From an optimization exercise on the open Yosys and OpenROAD flow, aimed at small area, a short achievable clock period and few clock cycles per item; shortcuts taken in it are not production practice. In this exercise RTL edits were held to simulation tests only and were not proved equivalent to the original.

## AES
module AES(
    input clk,nrst,load,
    input [15:0] data_input,input_vector,key,
    input  [3:0] round_number,
    output [15:0] data_output,
    output finish
    );
clock: 5.0 ns
lec_check: 0
cap_margin: 20
core_margin: 2
core_utilization: 40
setup_slack_margin: 2.9
slew_margin: 20
synth_hierarchical: 1
synth_minimum_keep_size: 0
standard.sh (not shown) runs the stock make flow with config.mk's settings and CLKGATE_MAP_FILE= SYNTH_SCRIPT=/design/flow/synth_recipe.tcl, a recipe that flattens the netlist after the stock synthesis.
==> flow/flow/run.sh <==
#!/bin/bash
# The standard layout (the standard.sh, standard synthesis included), with the
# ports buffered by plain buffers instead of the delay buffers buffer_ports picks.
set -euo pipefail
export BUFFER_PORTS_ARGS="-buffer_cell sky130_fd_sc_hd__buf_1"
bash standard.sh > standard.log 2>&1
Testbench counts at the start, summed over its fixed seeds: cycles 1,935, items 192.
Next try:
Settings changed: CORE_UTILIZATION 40 to 60, SETUP_SLACK_MARGIN 2.9 to 2.8.
Maximum frequency decreases by a few percent.
Die area decreases by a quarter to a third.
Wire length decreases by a few percent.
Sequential share of layout area increases by 1.4 points.
Non-clock buffer count decreases by 7.
Worst hold slack got worse by 0.013 ns.
Clock skew is about the same.
Area after synthesis does not change.
Setup slack got worse by 0.096 ns.
Next try:
Settings changed: CORE_UTILIZATION 60 to 75.
Outcome: Final area is higher by 3.0%; cell count does not change; sequential share of layout area is lower by 0.69 points; synthesized cell count does not change; count of clock-buffer cells in the layout came out lower by 2; global-route usage rose by 8.9 points; hold slack loses 0.014 ns; critical path depth drops by 1.
Next try:
==> flow/flow/run.sh (replaced) <==
#!/bin/bash
# The standard layout (the standard.sh, with the standard flow's synthesis script), except:
#  - ports are buffered by plain buffers instead of the delay buffers buffer_ports picks;
#  - ABC maps the logic with flow/abc.script instead of ORFS's abc_speed.script
#    (a copy of ORFS's scripts folder with only that file replaced).
set -euo pipefail
cp -r "$FLOW_HOME/scripts" scripts_abc
cp flow/abc.script scripts_abc/abc_speed.script
export SCRIPTS_DIR="$PWD/scripts_abc"
export BUFFER_PORTS_ARGS="-buffer_cell sky130_fd_sc_hd__buf_1"
bash standard.sh > standard.log 2>&1
==> flow/flow/abc.script (new file) <==
&get -n
&st
&dch
&nf
&st
&syn2
&if -g -K 6
&synch2
&nf
&st
&syn2
&if -g -K 6
&synch2
&nf
&st
&syn2
&if -g -K 6
&synch2
&nf
&st
&syn2
&if -g -K 6
&synch2
&nf
&st
&syn2
&if -g -K 6
&synch2
&nf
&put
buffer -c
topo
stime -c
dnsize -c
Settings changed: CORE_UTILIZATION 75 to 40.
The new run finished with timing, DRC and antenna clean.
Cell count is higher by 6.0%.
Critical path depth went up by 1.
Global-route usage is lower by 17 points.
Clock-buffer cell count goes up by 3.
Die area goes up by 73%.
Worst hold slack improves by 0.025 ns.
Routed wire length falls by 12%.

## umber
AES again, from the RTL that the note above started with.
export LEC_CHECK = 0
export CAP_MARGIN = 20
export CORE_MARGIN = 2
export CORE_UTILIZATION = 40
export SETUP_SLACK_MARGIN = 2.8
export SLEW_MARGIN = 20
export SYNTH_HIERARCHICAL = 1
export SYNTH_MINIMUM_KEEP_SIZE = 0
create_clock -name core_clock -period 5.0 [get_ports {clk}]
==> flow/flow/run.sh <==
#!/bin/bash
# The standard layout (the standard.sh, with the standard flow's synthesis script), except:
#  - ports are buffered by plain buffers instead of the delay buffers buffer_ports picks;
#  - ABC maps the logic with flow/abc.script instead of ORFS's abc_speed.script
#    (a copy of ORFS's scripts folder with only that file replaced).
set -euo pipefail
cp -r "$FLOW_HOME/scripts" scripts_abc
cp flow/abc.script scripts_abc/abc_speed.script
export SCRIPTS_DIR="$PWD/scripts_abc"
export BUFFER_PORTS_ARGS="-buffer_cell sky130_fd_sc_hd__buf_1"
bash standard.sh > standard.log 2>&1
==> flow/flow/abc.script <==
&get -n
&st
&dch
&nf
&st
&syn2
&if -g -K 6
&synch2
&nf
&st
&syn2
&if -g -K 6
&synch2
&nf
&st
&syn2
&if -g -K 6
&synch2
&nf
&st
&syn2
&if -g -K 6
&synch2
&nf
&st
&syn2
&if -g -K 6
&synch2
&nf
&put
topo
stime -c
dnsize -c
Testbench counts of umber, summed over its fixed seeds: cycles 1,935, items 192.
Changes in violet relative to umber:
Settings: an added CTS_BUF_LIST of sky130_fd_sc_hd__clkbuf_4.
==> flow/flow/run.sh <==
#!/bin/bash
# The standard layout (the standard.sh, standard synthesis included), with the
# ports buffered by plain buffers instead of the delay buffers buffer_ports picks.
set -euo pipefail
export BUFFER_PORTS_ARGS="-buffer_cell sky130_fd_sc_hd__buf_1"
bash standard.sh > standard.log 2>&1
removed: flow/flow/abc.script
## What came out
- violet — critical path depth 3 lower, umber as reference
- [violet vs umber] share of the synthesized netlist area taken by xor and xnor gates: lower in violet
- Height of the chip: higher on violet
- Area added between synthesis and finish was lower in the run labelled violet.
- Lower met3 layer usage reported by global route was reported by umber, not violet.
- Re synthesized cell count: umber was lower than violet.
- Compared with umber, maximum clock frequency in violet increased by a few percent.
- Of violet and umber, the higher cell count after placement belongs to violet.
- umber leaves less setup margin than violet.
- Of the two values seen for category of the critical setup timing path, flip-flop to flip-flop was produced by umber and input port to flip-flop by violet.
Relative to violet, the following input files were edited for ember:
Settings: clearing CTS_BUF_LIST, which used to be sky130_fd_sc_hd__clkbuf_4; swapping 2.8 for 3.0 in SETUP_SLACK_MARGIN.
==> flow/flow/run.sh <==
#!/bin/bash
# The standard layout (the standard.sh, with the standard flow's synthesis script), except:
#  - ports are buffered by plain buffers instead of the delay buffers buffer_ports picks;
#  - ABC maps the logic with flow/abc.script instead of ORFS's abc_speed.script
#    (a copy of ORFS's scripts folder with only that file replaced).
set -euo pipefail
cp -r "$FLOW_HOME/scripts" scripts_abc
cp flow/abc.script scripts_abc/abc_speed.script
export SCRIPTS_DIR="$PWD/scripts_abc"
export BUFFER_PORTS_ARGS="-buffer_cell sky130_fd_sc_hd__buf_1"
bash standard.sh > standard.log 2>&1
==> flow/flow/abc.script (new file) <==
&get -n
&st
&dch
&nf
&st
&syn2
&if -g -K 6
&synch2
&nf
&st
&syn2
&if -g -K 6
&synch2
&nf
&st
&syn2
&if -g -K 6
&synch2
&nf
&st
&syn2
&if -g -K 6
&synch2
&nf
&st
&syn2
&if -g -K 6
&synch2
&nf
&put
topo
stime -c
dnsize -c
Findings:
Of ember and violet, it is ember that has the higher average vias per placed instance.
ember: synthesized netlist net count lower than violet
Share of the yosys chip area belonging to registers: violet and ember compared, higher one is ember
[compare] base=violet new=ember: number of filler instances in the final layout went down by 18%, part of the cycle the worst path needs went down by 2.0 points, total met3 wirelength after detailed routing went up by 10 um, sequential share of layout area went down by 1.5 points.
Core utilization up 8.3 points in ember wrt violet

## lagoon
AES, a different RTL version from the one above (not shown whole).
Size in the first run: about 39 flip-flops, ~3200 um2 of cells after synthesis.
export LEC_CHECK = 0
export CAP_MARGIN = 20
export CORE_MARGIN = 2
export CORE_UTILIZATION = 40
export SETUP_SLACK_MARGIN = 3.2
export SLEW_MARGIN = 20
export SYNTH_HIERARCHICAL = 1
export SYNTH_MINIMUM_KEEP_SIZE = 0
create_clock -name core_clock -period 5.0 [get_ports {clk}]
==> flow/flow/run.sh <==
#!/bin/bash
# The standard layout (the standard.sh, standard synthesis included), with the
# ports buffered by plain buffers instead of the delay buffers buffer_ports picks.
set -euo pipefail
export BUFFER_PORTS_ARGS="-buffer_cell sky130_fd_sc_hd__buf_1"
bash standard.sh > standard.log 2>&1
lagoon: all stages complete, timing, DRC and antenna checks passed
Testbench counts of lagoon, summed over its fixed seeds: cycles 1,935, items 192.
> inputs changed (lagoon -> nickel)
-- flow/config.mk --
<<< lagoon, line 9
export CORE_MARGIN = 2
export CORE_UTILIZATION = 40
export SETUP_SLACK_MARGIN = 3.2
export SLEW_MARGIN = 20
export SYNTH_HIERARCHICAL = 1
>>> nickel, line 9
export CORE_MARGIN = 2
export CORE_UTILIZATION = 40
export SETUP_SLACK_MARGIN = 3.4
export SLEW_MARGIN = 20
export SYNTH_HIERARCHICAL = 1
==> comparison <==
In the flow results for lagoon and nickel, the sequential share of layout area is larger on lagoon.
Re synthesized instance count: no difference whatsoever between nickel and lagoon.
Final-layout setup total negative slack essentially unchanged between lagoon and nickel.
Input changes introduced in tundra (baseline for comparison: nickel):
-- flow/config.mk --
<<< nickel, line 9
export CORE_MARGIN = 2
export CORE_UTILIZATION = 40
export SETUP_SLACK_MARGIN = 3.4
export SLEW_MARGIN = 20
export SYNTH_HIERARCHICAL = 1
>>> tundra, line 9
export CORE_MARGIN = 2
export CORE_UTILIZATION = 40
export SETUP_SLACK_MARGIN = 2.8
export SLEW_MARGIN = 20
export SYNTH_HIERARCHICAL = 1
Notes after the runs:
Looking at the reports, tundra completed the entire flow and the layout it produced met the timing, design-rule and antenna checks.
As far as data required time at the worst endpoint is concerned, tundra and nickel perform about the same.
nickel ended up with dfxtp_4 as its critical path's slowest cell; tundra ended up with dfxtp_1.
Between nickel and tundra, share of the final layout cell area in multi-input gates is lower for nickel, tundra comes in above that.
Cmp tundra vs nickel: combined flip-flop and latch cell area lower in tundra
nickel → tundra: total length of routed wires has decreased, setup slack fell by 0.14 ns, layout overhead on the synthesized area moved down, post-layout utilization of the core down 14 points.
Modified inputs, willow compared to tundra
-- flow/config.mk --
<<< tundra, line 9
export CORE_MARGIN = 2
export CORE_UTILIZATION = 40
export SETUP_SLACK_MARGIN = 2.8
export SLEW_MARGIN = 20
export SYNTH_HIERARCHICAL = 1
>>> willow, line 9
export CORE_MARGIN = 2
export CORE_UTILIZATION = 40
export SETUP_SLACK_MARGIN = 2.6
export SLEW_MARGIN = 20
export SYNTH_HIERARCHICAL = 1
Results
Cell depth of the worst setup path came out exactly the same in tundra and willow.
[compare] base=tundra new=willow: maximum fanout along the worst path went up by 2.
Relative to willow, the following input files were edited for raven:
-- flow/config.mk --
<<< willow, line 9
export CORE_MARGIN = 2
export CORE_UTILIZATION = 40
export SETUP_SLACK_MARGIN = 2.6
export SLEW_MARGIN = 20
export SYNTH_HIERARCHICAL = 1
>>> raven, line 9
export CORE_MARGIN = 2
export CORE_UTILIZATION = 40
export SETUP_SLACK_MARGIN = 3.0
export SLEW_MARGIN = 20
export SYNTH_HIERARCHICAL = 1
Notes after the runs:
- raven finished every step from synthesis to the final layout, and the layout passed the timing, design-rule and antenna checks.
- A cell with the largest stage delay on the worst path of dfxtp_2 is what raven shows, while dfxtp_1 belongs to willow.
- Looking only at end-of-flow core utilization, and setting everything else aside, the higher value of raven and willow goes to raven.
- Per the comparison of raven with willow, register-to-register slack now sits higher; number of buffers outside the clock class in the layout rose by 1; worst hold slack closely matched the old numbers; fraction of final layout cells sized beyond drive strength 1 shows an increase of 7.7 points.
- raven against willow: design area increased by about 3.5% relative to the old numbers.

Another version of the RTL of AES (not shown whole).
Size in the first run: about 39 flip-flops, about 0.0026 mm2 of cells after synthesis.
## AES
module AES(
    input clk,nrst,load,
    input [15:0] data_input,input_vector,key,
    input  [3:0] round_number,
    output [15:0] data_output,
    output finish
    );
Settings: LEC_CHECK=0, CAP_MARGIN=20, CORE_MARGIN=2, CORE_UTILIZATION=40, CTS_BUF_LIST=sky130_fd_sc_hd__clkbuf_4, SETUP_SLACK_MARGIN=2.9, SLEW_MARGIN=20, SYNTH_HIERARCHICAL=1, SYNTH_MINIMUM_KEEP_SIZE=0; clock period 5.0 ns.
==> flow/flow/run.sh <==
#!/bin/bash
# The standard layout (the standard.sh, with the standard flow's synthesis script), except:
#  - ports are buffered by plain buffers instead of the delay buffers buffer_ports picks;
#  - ABC maps the logic with flow/abc.script instead of ORFS's abc_speed.script
#    (a copy of ORFS's scripts folder with only that file replaced).
set -euo pipefail
cp -r "$FLOW_HOME/scripts" scripts_abc
cp flow/abc.script scripts_abc/abc_speed.script
export SCRIPTS_DIR="$PWD/scripts_abc"
export BUFFER_PORTS_ARGS="-buffer_cell sky130_fd_sc_hd__buf_1"
bash standard.sh > standard.log 2>&1
==> flow/flow/abc.script <==
&get -n
&st
&dch
&nf
&st
&syn2
&if -g -K 6
&synch2
&nf
&st
&syn2
&if -g -K 6
&synch2
&nf
&st
&syn2
&if -g -K 6
&synch2
&nf
&st
&syn2
&if -g -K 6
&synch2
&nf
&st
&syn2
&if -g -K 6
&synch2
&nf
&put
topo
stime -c
dnsize -c
Testbench counts at the start, summed over its fixed seeds: cycles 1,935, items 192.
Then changed:
==> flow/flow/run.sh (replaced) <==
#!/bin/bash
# The standard layout (the standard.sh, standard synthesis included), with the
# ports buffered by plain buffers instead of the delay buffers buffer_ports picks.
set -euo pipefail
export BUFFER_PORTS_ARGS="-buffer_cell sky130_fd_sc_hd__buf_1"
bash standard.sh > standard.log 2>&1
Settings changed: SETUP_SLACK_MARGIN 2.9 to 2.8.
removed: flow/flow/abc.script
Synthesized cell count is higher by 4.5%.
Core utilization falls by 4.7 points.
Worst hold slack stays flat.
Sequential share of layout area went up by 0.50 points.

== run A ==
AES again, from the RTL that the note above started with.
==> flow/design.v (excerpt) <==
module AES(
    input clk,nrst,load,
    input [15:0] data_input,input_vector,key,
    input  [3:0] round_number,
    output [15:0] data_output,
    output finish
    );
    reg [15:0] s, k;
    reg [3:0]  r;
    reg        last, busy, fin;
    wire [3:0] t0, t1, t2, t3;
    NibbleSub ns0(.a(s[15:12]), .b(t0));
    NibbleSub ns1(.a(s[3:0]),   .b(t1));
    NibbleSub ns2(.a(s[7:4]),   .b(t2));
    NibbleSub ns3(.a(s[11:8]),  .b(t3));
    wire [3:0] sk;
    NibbleSub ns4(.a(k[3:0]), .b(sk));
    wire [15:0] p;
    key_generation kp(.k(k), .r(r), .p(p));
    wire [15:0] s_d, k_d;
    AES_datapath dp(.load(load), .busy(busy), .last(last), .s(s), .t({t0, t1, t2, t3}), .sk(sk), .p(p),
                    .data_input(data_input), .input_vector(input_vector), .key(key),
                    .s_d(s_d), .k_d(k_d));
    wire [3:0]  r_d = load ? 4'd1 : r + 4'd1;
    always @(posedge clk) begin
        s    <= s_d;
        k    <= k_d;
        r    <= r_d;
  ...
Settings: LEC_CHECK=0, CAP_MARGIN=20, CORE_MARGIN=2, CORE_UTILIZATION=40, CTS_BUF_LIST=sky130_fd_sc_hd__clkbuf_4, SETUP_SLACK_MARGIN=2.9, SLEW_MARGIN=20, SYNTH_HIERARCHICAL=1, SYNTH_MINIMUM_KEEP_SIZE=0, TNS_END_PERCENT=20; clock period 5.0 ns.
==> flow/flow/run.sh <==
#!/bin/bash
# The standard layout (the standard.sh, standard synthesis included), with the
# ports buffered by plain buffers instead of the delay buffers buffer_ports picks.
set -euo pipefail
export BUFFER_PORTS_ARGS="-buffer_cell sky130_fd_sc_hd__buf_1"
bash standard.sh > standard.log 2>&1
Per the final summary, run A finished and its layout is clean on timing, DRC and antenna.
Testbench counts of run A, summed over its fixed seeds: cycles 1,935, items 192.
The inputs of run B differ from those of run A as listed below.
Settings: clearing TNS_END_PERCENT, which used to be 20.
[summary]
Utilization after layout: run B vs run A — no meaningful difference
Summary — sum of met3 wire segment lengths after detailed routing, run B relative to run A: higher, by about 10%.
In the metrics for run B and run A, the one carrying the higher layout-stage area growth over the synthesis result is run B.
On sequential share of layout area, run B and run A are neck and neck.
Portion of the clock cycle consumed by the worst path in the final layout is higher on run A
There was hardly any difference in final area between run B and run A.
For worst hold slack, run B and run A come out practically identical.
Diff run B and run A: final critical delay including setup and external delays lower in run B
Looking at overall via count from detail_route, run B sits above run A.
Flip-flop and latch count came out exactly the same in run B and run A.
> inputs changed (run B -> run C)
Settings: a change of SLEW_MARGIN from 20 to 0; a change of CAP_MARGIN from 20 to 0.
## What came out
- Die area came out exactly the same in run C and run B.
- Reported for run C and run B, sequential fraction of total cell area turned out identical to the last digit.
- Any difference in area after synthesis between run B and run C is small enough to ignore.
- Run C and run B ended up with nearly the same area of the core region.
- Comparing run C against run B, there is no change at all in cell count.
- As far as cell row count goes, run C and run B are indistinguishable; the numbers are identical.
- | wire length | run B vs run C | ≈ equal |
- Worst setup slack of run B is on par with run C.
- Comparing run C against run B, there is no change at all in combined area of the multi-input logic cells.
Inputs modified between run C and run D:
Settings: swapping 2.9 for 3.0 in SETUP_SLACK_MARGIN; swapping 0 for 20 in CAP_MARGIN; swapping 0 for 20 in SLEW_MARGIN.
==> flow/flow/run.sh <==
#!/bin/bash
# The standard layout (the standard.sh, with the standard flow's synthesis script), except:
#  - ports are buffered by plain buffers instead of the delay buffers buffer_ports picks;
#  - ABC maps the logic with flow/abc.script instead of ORFS's abc_speed.script
#    (a copy of ORFS's scripts folder with only that file replaced).
set -euo pipefail
cp -r "$FLOW_HOME/scripts" scripts_abc
cp flow/abc.script scripts_abc/abc_speed.script
export SCRIPTS_DIR="$PWD/scripts_abc"
export BUFFER_PORTS_ARGS="-buffer_cell sky130_fd_sc_hd__buf_1"
bash standard.sh > standard.log 2>&1
==> flow/flow/abc.script (new file) <==
&get -n
&st
&dch
&nf
&st
&syn2
&if -g -K 6
&synch2
&nf
&st
&syn2
&if -g -K 6
&synch2
&nf
&st
&syn2
&if -g -K 6
&synch2
&nf
&st
&syn2
&if -g -K 6
&synch2
&nf
&st
&syn2
&if -g -K 6
&synch2
&nf
&put
topo
stime -c
dnsize -c
### Flow results
The floorplan core area number comes out higher for run C vs run D.
Compared with run C, run D shows a higher mean routed wirelength per cell.
Global-route track usage on met1 was higher in run C than in run D.
Modified inputs, run E compared to run D
Settings: TNS_END_PERCENT now 5, previously not set; SETUP_SLACK_MARGIN now 2.9, was 3.0.
==> flow/flow/run.sh <==
#!/bin/bash
# The standard layout (the standard.sh, standard synthesis included), with the
# ports buffered by plain buffers instead of the delay buffers buffer_ports picks.
set -euo pipefail
export BUFFER_PORTS_ARGS="-buffer_cell sky130_fd_sc_hd__buf_1"
bash standard.sh > standard.log 2>&1
removed: flow/flow/abc.script
## What came out
Met3 usage in global routing (run E over run D): decrease, 0.76 points
For the netlist area before placement, run E came in 5.7% higher than run D did.
Diff run D -> run E | number of placement rows | up by a few percent
Comparing run E and run D, the lower sequential share of layout area was measured on run D.
Share of the core filled with cells in the final layout on run E is down relative to run D.

-- what the ideal ports hide --
In the flow no input, the clock included, has a driving cell. The finished layouts below were timed again as built, in two steps. Step 1 (the two cells are an assumption about what drives the block):
set clk [get_ports {clk}]
set_driving_cell -lib_cell sky130_fd_sc_hd__clkbuf_16 $clk
set_driving_cell -lib_cell sky130_fd_sc_hd__buf_2 [delete_from_list [all_inputs] $clk]
Step 2, shift: input delay + t, output delay - t, t = (earliest + latest rising clock arrival at the registers) / 2. This alone moves slack from input paths to output paths. Three values: ideal, step 1, step 2; two values: the first two.
| run | shift t [ns] | setup WS [ns] | worst setup path after step 2 | clock arrival spread, ns | pins driven straight from the clock port |
|---|---|---|---|---|---|
| the first run of note 1 | 0.304 | 3.007 / 3.007 / 2.722 | input to register | 0.004 / 0.004 | 1 |
| the second run of note 1 | 0.322 | 2.911 / 2.911 / 2.664 | input to register | 0.003 / 0.003 | 1 |
| the third run of note 1 | 0.318 | 2.841 / 2.841 / 2.556 | input to register | 0.008 / 0.008 | 1 |
| the fourth run of note 1 | 0.313 | 2.866 / 2.866 / 2.639 | input to register | 0.004 / 0.004 | 1 |
| umber | 0.322 | 2.844 / 2.844 / 2.551 | input to register | 0.009 / 0.008 | 1 |
| violet | 0.357 | 2.958 / 2.956 / 2.607 | input to register | 0.009 / 0.009 | 1 |
| ember | 0.323 | 3.060 / 3.060 / 2.765 | input to register | 0.007 / 0.007 | 1 |
| lagoon | 0.313 | 3.092 / 3.074 / 2.900 | input to register | 0.006 / 0.006 | 1 |
| nickel | 0.320 | 3.069 / 3.043 / 3.007 | input to register | 0.010 / 0.010 | 1 |
| tundra | 0.319 | 2.928 / 2.928 / 2.678 | input to register | 0.009 / 0.009 | 1 |
| willow | 0.315 | 2.832 / 2.832 / 2.541 | input to register | 0.010 / 0.010 | 1 |
| raven | 0.315 | 3.061 / 3.032 / 2.860 | input to register | 0.007 / 0.007 | 1 |
| the first run of note 4 | 0.368 | 2.978 / 2.978 / 2.654 | input to register | 0.008 / 0.008 | 1 |
| the second run of note 4 | 0.361 | 2.947 / 2.950 / 2.588 | input to register | 0.011 / 0.011 | 1 |
| run A | 0.361 | 2.946 / 2.951 / 2.589 | input to register | 0.011 / 0.011 | 1 |
| run B | 0.360 | 3.000 / 2.997 / 2.712 | input to register | 0.010 / 0.011 | 1 |
| run C | 0.360 | 3.000 / 2.997 / 2.712 | input to register | 0.010 / 0.011 | 1 |
| run D | 0.366 | 3.005 / 2.980 / 2.717 | input to register | 0.009 / 0.010 | 1 |
| run E | 0.363 | 2.951 / 2.952 / 2.589 | input to register | 0.012 / 0.012 | 1 |
After both steps every run listed still meets setup and hold. For run E, which loses most, drivers alone change the setup slack by +0.001 ns; drivers and shift together by -0.362 ns.
